Source: an optimization exercise on an open RTL-to-GDS flow (aim: small area). Production flows keep margins and buffers that such runs may drop. The RTL was checked by simulation tests, not by an equivalence proof against the original design. No activity file was given, so power comes from the tool's default toggle rates.

--- flow/constraint.sdc ---
create_clock -name core_clock -period 10.0 [get_ports {clk}]
set_input_delay 2.0000 -clock core_clock [delete_from_list [all_inputs] [get_ports {clk}]]
set_output_delay 2.0000 -clock core_clock [all_outputs]
set_load 0.01 [all_outputs]
--- flow/config.mk ---
export PLATFORM = sky130hd
export DESIGN_NAME = keep_talk_beeper
export DESIGN_NICKNAME = keep_talk_beeper
export VERILOG_FILES = /design/flow/design.v
export SDC_FILE = /design/flow/constraint.sdc
export NUM_CORES = 4
export LEC_CHECK = 0
export ABC_AREA = 1
export CAP_MARGIN = 20
export CORE_MARGIN = 2
export CORE_UTILIZATION = 40
export SLEW_MARGIN = 20
--- flow/design.v ---
module score_rom(
	input [8:0] addr,
	output [4:0] t,
	output [3:0] l
);
	localparam [3491:0] SCORE = 3492'h1094644021044a63011044421120840a223281c8222108904686331844421120894644021044a63011044421120840a223281c8222108904686331844421120894644021044a63011044421120840a223281c8222108904686331844421120894644021044a63011044421120840a223198cc2221089046863318444211208d0c030000404050081000842200c0c030180c8c030100946862180c00000210404050080400444081400010101402040000806060181c0e00021040405008040000222040a000000c84010100400002128c880420894c6022088842241081444650390444211208d0c663088842241128c8804020044a6301104442112084ca223198cc2221089046863318444211208d0c030000404050080148432300c06030101806025010c8c030180c0841010140201000008881028000003010040405008040043438000e04009080a0100800004450894c602010140200210880224120914682430204e2641a108682410880224120914682430204e2641a1086824032440c91032440c91032440c91002440c910425c0cc1033040cc10110a420020ac5c2a1012c9c20058a85e2d101289e20050b460311;
	assign {t, l} = SCORE[addr*9 +: 9];
endmodule
module player_cong(
	output reg beep,
	input clk, rst, enable, rise, fall,
	output reg [8:0] now,
	input [4:0] rom_t,
	input [3:0] rom_l
);
	localparam [175:0] LIMS = 176'h32fa0051e02d02d07803c0f0;
	localparam [223:0] TVALS = 224'hfbe6ebb271188b4c91f36816374aa5880;
	reg [10:0] lengh;
	reg [4:0] tcode;
	reg [6:0] count;
	reg beep_enable;
	wire [4:0] cur_t = rom_t;
	wire [3:0] cur_l = rom_l;
	wire [10:0] lim = LIMS[cur_l*11 +: 11];
	wire [6:0] tval = TVALS[tcode*7 +: 7];
	always @(posedge clk)
		if (rst) tcode <= 5'd2;
		else if (fall) tcode <= cur_t;
	always @(posedge clk)
		if (rst || ~enable) begin
			beep_enable <= enable;
			now <= 9'd0;
			lengh <= 0;
		end else if (rise) begin
			beep_enable <= 1'b1;
			if (lengh > lim) begin
				lengh <= 0;
				if (now != 9'd387) now <= now + 1'b1;
			end else
				lengh <= lengh + 1'b1;
		end
	always @(posedge clk)
		if (rst) begin count <= 0; beep <= 1'b0; end
		else if (tcode == 0) beep <= 1'b0;
		else if (beep_enable) begin
			if (count > tval) begin
				count <= 0;
				beep <= ~beep;
			end else
				count <= count + 1'b1;
		end else
			beep <= 1'b0;
endmodule
module player(
	output reg beep,
	input clk, rst, enable, rise, fall,
	output reg [8:0] now,
	input [4:0] rom_t,
	input [3:0] rom_l
);
	localparam [79:0] LIMS = 80'hf02d05a1e01e0f0;
	localparam [95:0] TVALS = 96'h1f6e0b37969c40;
	reg [9:0] lengh;
	reg [3:0] tcode;
	reg [5:0] count;
	reg beep_enable;
	reg [3:0] stage_t;
	reg [2:0] stage_l;
	always @(posedge clk)
		if (rst || ~enable) begin
			stage_t <= 4'd2;
			stage_l <= 3'd4;
		end else if (~(rise | fall)) begin
			stage_t <= rom_t[3:0];
			stage_l <= rom_l[2:0];
		end
	wire [3:0] cur_t = stage_t;
	wire [2:0] cur_l = stage_l;
	wire [9:0] lim = LIMS[cur_l*10 +: 10];
	wire [5:0] tval = TVALS[tcode*6 +: 6];
	always @(posedge clk)
		if (rst) tcode <= 4'd2;
		else if (fall) tcode <= cur_t;
	always @(posedge clk)
		if (rst || ~enable) begin
			beep_enable <= enable;
			now <= 9'd48;
			lengh <= 0;
		end else if (rise) begin
			beep_enable <= 1'b1;
			if (lengh > lim) begin
				lengh <= 0;
				if (now != 9'd387) now <= now + 1'b1;
			end else
				lengh <= lengh + 1'b1;
		end
	always @(posedge clk)
		if (rst) begin count <= 0; beep <= 1'b0; end
		else if (tcode == 0) beep <= 1'b0;
		else if (beep_enable) begin
			if (count > tval) begin
				count <= 0;
				beep <= ~beep;
			end else
				count <= count + 1'b1;
		end else
			beep <= 1'b0;
endmodule
module player_wrong(
	output reg beep,
	input clk, rst, enable, rise, fall
);
	localparam [8:0] SCORE = 9'h62;
	localparam [17:0] LIMS = 18'h3c078;
	localparam [23:0] TVALS = 24'h29940;
	reg [1:0] now;
	reg [8:0] lengh;
	reg [1:0] tcode;
	reg [5:0] count;
	reg beep_enable;
	wire [1:0] rom_t;
	wire [0:0] rom_l;
	assign {rom_t, rom_l} = SCORE[now*3 +: 3];
	wire [8:0] lim = LIMS[rom_l*9 +: 9];
	wire [5:0] tval = TVALS[tcode*6 +: 6];
	always @(posedge clk)
		if (rst) tcode <= 2'd2;
		else if (fall) tcode <= rom_t;
	always @(posedge clk)
		if (rst || ~enable) begin
			beep_enable <= enable;
			now <= 0;
			lengh <= 0;
		end else if (rise) begin
			beep_enable <= 1'b1;
			if (lengh > lim) begin
				lengh <= 0;
				if (now != 2'd2) now <= now + 1'b1;
			end else
				lengh <= lengh + 1'b1;
		end
	always @(posedge clk)
		if (rst) begin count <= 0; beep <= 1'b0; end
		else if (tcode == 0) beep <= 1'b0;
		else if (beep_enable) begin
			if (count > tval) begin
				count <= 0;
				beep <= ~beep;
			end else
				count <= count + 1'b1;
		end else
			beep <= 1'b0;
endmodule
module player_correct(
	output reg beep,
	input clk, rst, enable, rise, fall
);
	localparam [39:0] SCORE = 40'h190124298;
	localparam [35:0] LIMS = 36'h781e078;
	localparam [55:0] TVALS = 56'h14e2ae5288d80;
	reg [2:0] now;
	reg [8:0] lengh;
	reg [2:0] tcode;
	reg [6:0] count;
	reg beep_enable;
	wire [2:0] rom_t;
	wire [1:0] rom_l;
	assign {rom_t, rom_l} = SCORE[now*5 +: 5];
	wire [8:0] lim = LIMS[rom_l*9 +: 9];
	wire [6:0] tval = TVALS[tcode*7 +: 7];
	always @(posedge clk)
		if (rst) tcode <= 3'd3;
		else if (fall) tcode <= rom_t;
	always @(posedge clk)
		if (rst || ~enable) begin
			beep_enable <= enable;
			now <= 0;
			lengh <= 0;
		end else if (rise) begin
			beep_enable <= 1'b1;
			if (lengh > lim) begin
				lengh <= 0;
				if (now != 3'd7) now <= now + 1'b1;
			end else
				lengh <= lengh + 1'b1;
		end
	always @(posedge clk)
		if (rst) begin count <= 0; beep <= 1'b0; end
		else if (tcode == 0) beep <= 1'b0;
		else if (beep_enable) begin
			if (count > tval) begin
				count <= 0;
				beep <= ~beep;
			end else
				count <= count + 1'b1;
		end else
			beep <= 1'b0;
endmodule
module keep_talk_beeper(
	input  clk,
	input  rst,
	input  en_rick,
	input  en_wrong,
	input  en_correct,
	input  en_cong,
	output beep_rick,
	output beep_wrong,
	output beep_correct,
	output beep_cong
);
	reg [4:0] kcnt;
	reg clk_khz;
	wire kwrap = (kcnt == 5'd23);
	wire rise = kwrap & ~clk_khz;
	wire fall = kwrap & clk_khz;
	always @(posedge clk)
		if (rst) begin kcnt <= 5'd0; clk_khz <= 1'b0; end
		else if (kwrap) begin kcnt <= 5'd0; clk_khz <= ~clk_khz; end
		else kcnt <= kcnt + 1'b1;
	wire [8:0] now_rick, now_cong;
	wire [4:0] rom_t;
	wire [3:0] rom_l;
	score_rom      SR(.addr(kwrap ? now_cong : now_rick), .t(rom_t), .l(rom_l));
	player         C2(.beep(beep_rick),    .clk(clk), .rst(rst), .enable(en_rick),    .rise(rise), .fall(fall),
	                  .now(now_rick), .rom_t(rom_t), .rom_l(rom_l));
	player_wrong   CB(.beep(beep_wrong),   .clk(clk), .rst(rst), .enable(en_wrong),   .rise(rise), .fall(fall));
	player_correct CC(.beep(beep_correct), .clk(clk), .rst(rst), .enable(en_correct), .rise(rise), .fall(fall));
	player_cong    CD(.beep(beep_cong),    .clk(clk), .rst(rst), .enable(en_cong),    .rise(rise), .fall(fall),
	                  .now(now_cong), .rom_t(rom_t), .rom_l(rom_l));
endmodule
--- flow/run.sh ---
#!/bin/bash
# synth_recipe.tcl (not shown) runs the flow's synth.tcl, then flattens the netlist and writes it again
# the make line also repeats each setting of config.mk as NAME=value (left out here)
make -C /OpenROAD-flow-scripts/flow DESIGN_CONFIG=/design/flow/config.mk WORK_HOME=/design/flow/orfs CLKGATE_MAP_FILE= SYNTH_SCRIPT=/design/flow/synth_recipe.tcl finish
==> results.json <==
{
  "status": "complete, no violations",
  "fmax_ghz": 0.173,
  "hold_buffers": 0,
  "ios": 10,
  "post-synth-top-area-fraction_pct": 23.4,
  "vias": 10700,
  "synth.avg_cell_area_um2": 6.41,
  "clockPowerShare_pct": 52.3,
  "track_usage_pct": 24.7,
  "syn_to_final_growth_pct": 8.66,
  "cts_tree": "yes",
  "nNetsFinal": 1694,
  "fin_crit_sh_pct": 57.7,
  "ctsResizeCount": 0,
  "syn-num-nets": 1702,
  "slew_headroom_pct": 47.8,
  "vias_per_cell": 5.53,
  "worstHoldPathCells": 1,
  "grt_overflow": 0,
  "initial_core_util_pct": 40.6,
  "drt_pass1_iterations": 6,
  "pre_cts_slack_ps": 4440,
  "die_y_um": 164,
  "arrival_ps": 6070,
  "netlist_top_cells_area": "dfxtp_1, nand2_1, ha_1, nand3_1, a21oi_1",
  "critPathMaxStageDelay_ps": 420,
  "fin_tns_setup_ps": 0,
  "routedWlPerCell_um": 16.8,
  "period_needed_ps": 5770,
  "dp_hpwl_mm": 23.8,
  "syn_inst": 1590,
  "seqPwrFrac_pct": 44.7,
  "gp_congestion": 1.02,
  "timing.rr.start": "kcnt[0]",
  "synth-seq-cells": 123,
  "clockBufferDepth": 2,
  "cts_sinks": 123,
  "r2r_cells": 30,
  "leakagePower_nw": 5.13,
  "htreeDepth": 4,
  "clock_latency_ps": 420,
  "rsz0062_at_grt": "false",
  "ir_drop_v": 0.0000784,
  "power.total_mw": 1.12,
  "drt_iter0_drc": 1138,
  "die_width_um": 164,
  "final-hold-violation-count": 0,
  "grt_pass1_wl_mm": 52.4,
  "die_area_um2": 26800,
  "yosys.area.top_type": "dfxtp_1",
  "cts_setup_buffers": 0,
  "grt_pass1_vias": 9968,
  "combPwrFrac_pct": 3.0,
  "io_buffer_count": 9,
  "drive_gt1_share_pct": 5.33,
  "yosysUniqueCellTypes": 53,
  "wirelength_mm": 32.3,
  "num_rows": 58,
  "cpMostUsedCell": "nand2_1",
  "r2r-end": "CD.now[7]",
  "synth_edf_count": 4,
  "coreArea_um2": 25100,
  "slew_viol_final": 0,
  "dpl.cell_count": 1893,
  "critPathKind": "reg2reg",
  "clkSlewWorstSetupHoldPaths_ps": 60,
  "numCtsBuffers": 17,
  "instances_no_fill": 1925,
  "n_antenna_cell": 0,
  "drc": 0,
  "fillCellCount": 2696,
  "finalSetupViolations": 0,
  "worstSetupEndpointType": "register",
  "fin_ws_ps": 4230,
  "yosysWarnings": 5,
  "synth_top_cells_by_count": "nand2_1, inv_1, nand3_1, nor2_1, a21oi_1",
  "whs_endpoint": "kcnt[0]",
  "switching_power_mw": 0.270,
  "antenna_found_initial": 0,
  "ant_nets": 0,
  "holdCritStartpoint": "kcnt[0]",
  "synth_seq_area_share_pct": 24.5,
  "final_util_pct": 44.1,
  "intPower_mw": 0.854,
  "maxCapViolCount": 0,
  "worstMarginPinSlew_ps": 781,
  "netlist_area_um2": 10200,
  "hold_class": "reg2reg",
  "crit_required_ps": 10300,
  "slowest_stage": "nor3_1",
  "synth.most_common_cell": "nand2_1",
  "async_reset_ff_share_pct": 0,
  "clock-root-buffer": "clkbuf_16",
  "skew_ps": 18.5,
  "power_density_nw_per_um2": 101,
  "crit_path_max_fanout": 37,
  "swShare_pct": 24.0,
  "reg2reg_slack_ps": 4230,
  "ys.flop_type": "dfxtp_1",
  "crit_path_start_kind": "register",
  "grt_max_degree": 53
}
==> cell type report <==
| class | instances | area (um2) | share of cell area (%) |
|---|---|---|---|
| clock buffers | 21 | 480 | 4.34 |
| clock inverters | 11 | 85.1 | 0.768 |
| inverters | 179 | 672 | 6.07 |
| multi-input cells | 1243 | 6770 | 61.1 |
| flip-flops and latches | 123 | 2500 | 22.6 |
| well taps | 330 | 413 | 3.73 |
| repair buffers | 18 | 158 | 1.42 |
==> layer usage <==
layer	vias to the layer above	GRT usage [%]	share of wire (%)	wire length (um)
met5	-	0	0	0
met4	0	10.4	3.7	1200
met3	104	5.89	9.2	2970
met2	493	36.4	41	13200
met1	4785	34.3	46	14900
li1	5272	-	-	-
==> per-stage QoR <==
step / hold slack, ps / instance area [um2]
after global placement: 429 / 10500
after global routing: 469 / 11100
final: 455 / 11100
after floorplan: 418 / 10200
after CTS: 454 / 11100
after detailed placement: 442 / 10500
==> worst max-delay path, delay by kind of cell (launching register included) <==
family / cells / cell delay, ps
AND/OR/NAND/NOR: 20 / 3360
buffers and inverters: 4 / 810
adder cells (fa/ha/maj): 3 / 770
flip-flops: 1 / 350
AO/OA/AOI/OAI: 3 / 340
==> how the worst max path moves through the flow <==
stage	startpoint	end
final	kcnt[0]	CD.now[7]
after global routing	kcnt[0]	CD.now[7]
after CTS	kcnt[0]	CD.now[7]
after detailed placement	kcnt[0]	CD.now[7]
after global placement	kcnt[0]	CD.now[7]
after floorplan	kcnt[0]	CD.now[7]
==> power groups by stage <==
stage | Combinational, mW | Clock (mW) | Sequential [mW]
3_3_place_gp | 0.0337 | 0 | 0.513
3_5_place_dp | 0.0343 | 0 | 0.513
2_1_floorplan | 0.0251 | 0 | 0.511
4_1_cts | 0.0345 | 0.603 | 0.502
6_report | 0.0342 | 0.588 | 0.502
5_1_grt | 0.0394 | 0.628 | 0.503
==> layout by cell type (no fill, tap or decap), drive strengths merged, types with 4 or more instances in the layout <==
cell type / n
nand2: 443
inv: 180
nand3: 146
nor2: 137
a21oi: 132
dfxtp: 119
o21ai: 113
ha: 106
nor3: 29
nand4: 22
clkbuf: 21
xor2: 20
nor3b: 12
o211ai: 10
clkdlybuf4s50: 9
buf: 9
nor4: 9
a31oi: 8
xnor2: 8
o22ai: 7
and3: 7
clkinv: 7
o21a: 5
edfxtp: 4
o2111ai: 4
or2: 4
==> sequential cells by signal, indices dropped and copies added, names as in the netlist, 4 cells and up <==
signal      count
CD.count        7
CD.now          9
C2.count        6
CC.count        7
C2.lengh       10
CB.count        6
CC.lengh        9
CD.tcode        5
CB.lengh        9
kcnt            5
C2.stage_t      4
C2.now          9
CD.lengh       11
C2.tcode        4
==> kinds of logic after synthesis <==
| kind of cell | share of synthesized area (%) |
|---|---|
| and+or+nand+nor | 34.9 |
| AOI/OAI and AO/OA | 16.0 |
| buffers and inverters | 9.07 |
| DFF | 24.5 |
| adders and majority gates | 13.0 |
| xor gates and xnor gates | 2.41 |
| muxes | 0.0982 |

afterwards: timing with drivers on the ports:
The results above use ideal ports. As a check the final layout listed here was re-extracted and re-timed, cells and wires unchanged.
Step 1, drivers: a clkbuf_16 drives clk and a buf_2 each remaining input, both assumed.
Step 2 moves the port delays by t, midway between the first and last clock arrival at a register: inputs arrive t later, outputs are due t later. That takes back most of the time a late clock gives input paths.
Three values: ideal, step 1, step 2; two values: the first two.
shift t [ns]: 0.461
slack for setup (ns): 4.232 / 4.232 / 4.232
hold slack, ns: 0.455 / 0.455 / 0.455
pins driven straight from the clock port: 1
After both steps this run still meets setup and hold. For this run, drivers alone change the setup slack by 0.000 ns; drivers and shift together by 0.000 ns.
